This is an optimization exercise on Yosys and OpenROAD, whose aim is small area, a short achievable clock period and few clock cycles per item, not a production implementation.

==> build 72: inputs <==
Design dot_product_sequential, start of the top module:
module dot_product_sequential #(
    parameter WIDTH = 16,
    parameter N = 8
)(
    input  wire clk,
    input  wire rst_n,
    input  wire input_valid,
    output reg  input_ready,
    input  wire [(WIDTH*N)-1:0] A_vec,
    input  wire [(WIDTH*N)-1:0] B_vec,
    output reg  [(2*WIDTH + $clog2(N)) - 1 : 0] result,
    output reg  output_valid
);
    reg [127:0] a_q, b_q;
    always @(posedge clk) begin a_q <= A_vec; b_q <= B_vec; end
    reg [284:0] s0;
    wire p1;
    wire p2;
    wire p3;
    wire p4;
    wire p5;
    wire p6;
    wire p7;
    wire p8;
    wire p9;
    wire p10;
    wire p11;
    wire p12;
    wire p13;
    wire p14;
    wire p15;
    wire p16;
    wire p17;
    wire p18;
    wire p19;
    wire p20;
    wire p21;
    wire p22;
    wire p23;
    wire p24;
    wire p25;
    wire p26;
    wire p27;
    wire p28;
    wire p29;
    wire p30;
    wire p31;
    wire p32;
    wire p33;
    wire p34;
    wire p35;
    wire p36;
    wire p37;
    wire p38;
    wire p39;
    wire p40;
    wire p41;
    wire p42;
    wire p43;
    wire p44;
    wire p45;
    wire p46;
    wire p47;
    wire p48;
    wire p49;
    wire p50;
    wire p51;
    wire p52;
    wire p53;
    wire p54;
    wire p55;
    wire p56;
    wire p57;
    wire p58;
    wire p59;
    wire p60;
    wire p61;
    wire p62;
    wire p63;
    wire p64;
    wire p65;
    wire p66;
    wire p67;
    wire p68;
    wire p69;
    wire p70;
    wire p71;
    wire p72;
    wire p73;
    wire p74;
    wire p75;
    wire p76;
    wire p77;
    wire p78;
    wire p79;
    wire p80;
    wire p81;
    wire p82;
    wire p83;
    wire p84;
    wire p85;
    wire p86;
    wire p87;
    wire p88;
    wire p89;
    wire p90;
    wire p91;
    wire p92;
    wire p93;
    wire p94;
    wire p95;
    wire p96;
    wire p97;
    wire p98;
    wire p99;
    wire p100;
    wire p101;
    wire p102;
    wire p103;
    wire p104;
    wire p105;
    wire p106;
    wire p107;
    wire p108;
    wire p109;
  ...
==> flow/config.mk <==
export PLATFORM = sky130hd
export DESIGN_NAME = dot_product_sequential
export DESIGN_NICKNAME = dot_product_sequential
export VERILOG_FILES = /design/flow/design.v
export SDC_FILE = /design/flow/constraint.sdc
export NUM_CORES = 4
export LEC_CHECK = 0
export CAP_MARGIN = 20
export CORE_MARGIN = 2
export CORE_UTILIZATION = 65
export SLEW_MARGIN = 20
==> flow/constraint.sdc <==
create_clock -name core_clock -period 15.0 [get_ports {clk}]
set_input_delay 3.0000 -clock core_clock [delete_from_list [all_inputs] [get_ports {clk}]]
set_output_delay 3.0000 -clock core_clock [all_outputs]
set_load 0.01 [all_outputs]
standard.sh (not shown) runs the stock make flow with config.mk's settings and CLKGATE_MAP_FILE= SYNTH_SCRIPT=/design/flow/synth_recipe.tcl, a recipe that flattens the netlist after the stock synthesis.
==> flow/flow/run.sh <==
#!/bin/bash
# Own layout flow: the standard layout with these changes.
#  Synthesis (the standard flow's script, two changes):
#  1. Yosys's "synth -run fine:" runs with -noabc, so the explicit full-adder tree of the RTL reaches
#     extract_fa intact (abc -fast scrambles its polarity and extract_fa then pads it with inverters).
#  2. extract_fa extracts full adders only (-fa): the RTL's few half adders work on inverted bits,
#     and as ha cells they would need inverters on every pin.
#  Layout: the standard ORFS steps, with
#  - repair_timing asked for a setup margin (SETUP_SLACK_MARGIN), so that it sizes the critical
#    paths for a shorter period than the 15 ns clock (the SDC is the standard flow's, unchanged);
#  - every port still buffered, with a small buffer cell (BUFFER_PORTS_ARGS);
#  - optional power recovery (RECOVER_POWER) after global routing.
set -euo pipefail
MARGIN=${MARGIN:-10.7}
PORTBUF=${PORTBUF:-sky130_fd_sc_hd__buf_1}
RECOVER=${RECOVER:-0}
work=$(pwd)
sed 's/extract_fa {\*}\[dont_use_extract_fa_args\]/extract_fa -fa/' $FLOW_HOME/scripts/synth.tcl > flow_synth_body.tcl
grep -q 'extract_fa -fa$' flow_synth_body.tcl
sed -e 's/-nofsm -noshare/-nofsm -noshare -noabc/' \
    -e "s|source \$::env(SCRIPTS_DIR)/synth.tcl|source $work/flow_synth_body.tcl|" synth_recipe.tcl > flow_synth.tcl
grep -q -- '-noabc' flow_synth.tcl
grep -q flow_synth_body flow_synth.tcl
res=$work/orfs/results/$FLOW_PLATFORM/dot_product_sequential/base
bash standard.sh SYNTH_SCRIPT=$work/flow_synth.tcl $res/1_2_yosys.v > synth.log 2>&1
bash standard.sh SETUP_SLACK_MARGIN=$MARGIN "BUFFER_PORTS_ARGS=-buffer_cell $PORTBUF" \
  RECOVER_POWER=$RECOVER > layout.log 2>&1
==> build 39: changes against build 72 <==
--- a/flow/flow/run.sh
+++ b/flow/flow/run.sh
@@ -14,5 +14,5 @@
 MARGIN=${MARGIN:-10.7}
 PORTBUF=${PORTBUF:-sky130_fd_sc_hd__buf_1}
-RECOVER=${RECOVER:-0}
+RECOVER=${RECOVER:-50}
 work=$(pwd)
 sed 's/extract_fa {\*}\[dont_use_extract_fa_args\]/extract_fa -fa/' $FLOW_HOME/scripts/synth.tcl > flow_synth_body.tcl
==> build 60: changes against build 72 <==
==> flow/flow/run.sh (replaced) <==
#!/bin/bash
# Own layout flow: the standard layout with these changes.
#  Synthesis (same script as the standard flow's, two changes):
#  1. Yosys's "synth -run fine:" runs with -noabc, so the explicit full-adder tree of the RTL reaches
#     extract_fa intact (abc -fast scrambles its polarity and extract_fa then pads it with inverters).
#  2. extract_fa extracts full adders only (-fa): the RTL's few half adders work on inverted bits,
#     and as ha cells they would need inverters on every pin.
#  Layout: the standard ORFS steps, with repair_timing asked for a setup margin (SETUP_SLACK_MARGIN),
#  so that it sizes the critical paths for a shorter period than the 15 ns clock. The SDC is the standard flow's.
set -euo pipefail
MARGIN=${MARGIN:-10.7}
work=$(pwd)
sed 's/extract_fa {\*}\[dont_use_extract_fa_args\]/extract_fa -fa/' $FLOW_HOME/scripts/synth.tcl > flow_synth_body.tcl
grep -q 'extract_fa -fa$' flow_synth_body.tcl
sed -e 's/-nofsm -noshare/-nofsm -noshare -noabc/' \
    -e "s|source \$::env(SCRIPTS_DIR)/synth.tcl|source $work/flow_synth_body.tcl|" synth_recipe.tcl > flow_synth.tcl
grep -q -- '-noabc' flow_synth.tcl
grep -q flow_synth_body flow_synth.tcl
res=$work/orfs/results/$FLOW_PLATFORM/dot_product_sequential/base
bash standard.sh SYNTH_SCRIPT=$work/flow_synth.tcl $res/1_2_yosys.v > synth.log 2>&1
bash standard.sh SETUP_SLACK_MARGIN=$MARGIN > layout.log 2>&1
--- a/flow/config.mk
+++ b/flow/config.mk
@@ -8,4 +8,4 @@
 export CAP_MARGIN = 20
 export CORE_MARGIN = 2
-export CORE_UTILIZATION = 65
+export CORE_UTILIZATION = 40
 export SLEW_MARGIN = 20
==> comparison table <==
| item | build 72 | build 39 | build 60 |
|---|---|---|---|
| Outcome | no timing/DRC/antenna violations | failed layout checks | no timing/DRC/antenna violations |
| Layout check failures | - | capacitance limit, slew limit | - |
| Final worst path period need | 4550 ps | 5180 ps | 4610 ps |
| Via density | 6.47 | 6.49 | 5.68 |
| Cell repeated most along the worst path | sky130_fd_sc_hd__fa_2 | sky130_fd_sc_hd__fa_1 | sky130_fd_sc_hd__fa_1 |
| Relative slew margins | 31.3% | -0.912% | 43.6% |
| Overall routing resource usage | 48.7% | 48.7% | 31.6% |
| Post-CTS setup buffers | 142 | 142 | 258 |
| Launch point of the critical path | b_q[20] | a_q[113] | s0[11] |
| First-pass GRT wire length | 334000 µm | 334000 µm | 359000 µm |
| Arr. time, crit path | 5100 ps | 5760 ps | 5220 ps |
| Insertion delay of the later-clocked pin in the worst-skew pair | 700 ps | 700 ps | 740 ps |
| Core Util, Final | 75.1% | 75.0% | 48.3% |
| Net count, final | 8085 | 8085 | 8127 |
Function was not checked in any run of this note: the RTL went through the layout flow alone.

==> re-timing with driven ports <==
Ports are ideal in the flow. The routed layouts listed here were re-timed in OpenROAD. Step 1 sets driving cells, clkbuf_16 on the clock port and buf_2 on the other inputs (assumed; they add their load-dependent delay and slew). Step 2 times the ports against the registers' clock, not the clock port: input delays grow and output delays shrink by t, the midpoint of the rising clock arrivals with the driver on. Slacks: no drivers / after step 1 / after step 2; pairs: no drivers / after step 1.
run	t (ns)	slack for setup (ns)	slew at the worst register clock pin (ns)
build 72	0.752	10.449 / 10.449 / 10.449	0.08 / 0.08
build 39	0.749	9.822 / 9.822 / 9.822	0.08 / 0.08
build 60	0.789	10.386 / 10.386 / 10.386	0.07 / 0.07
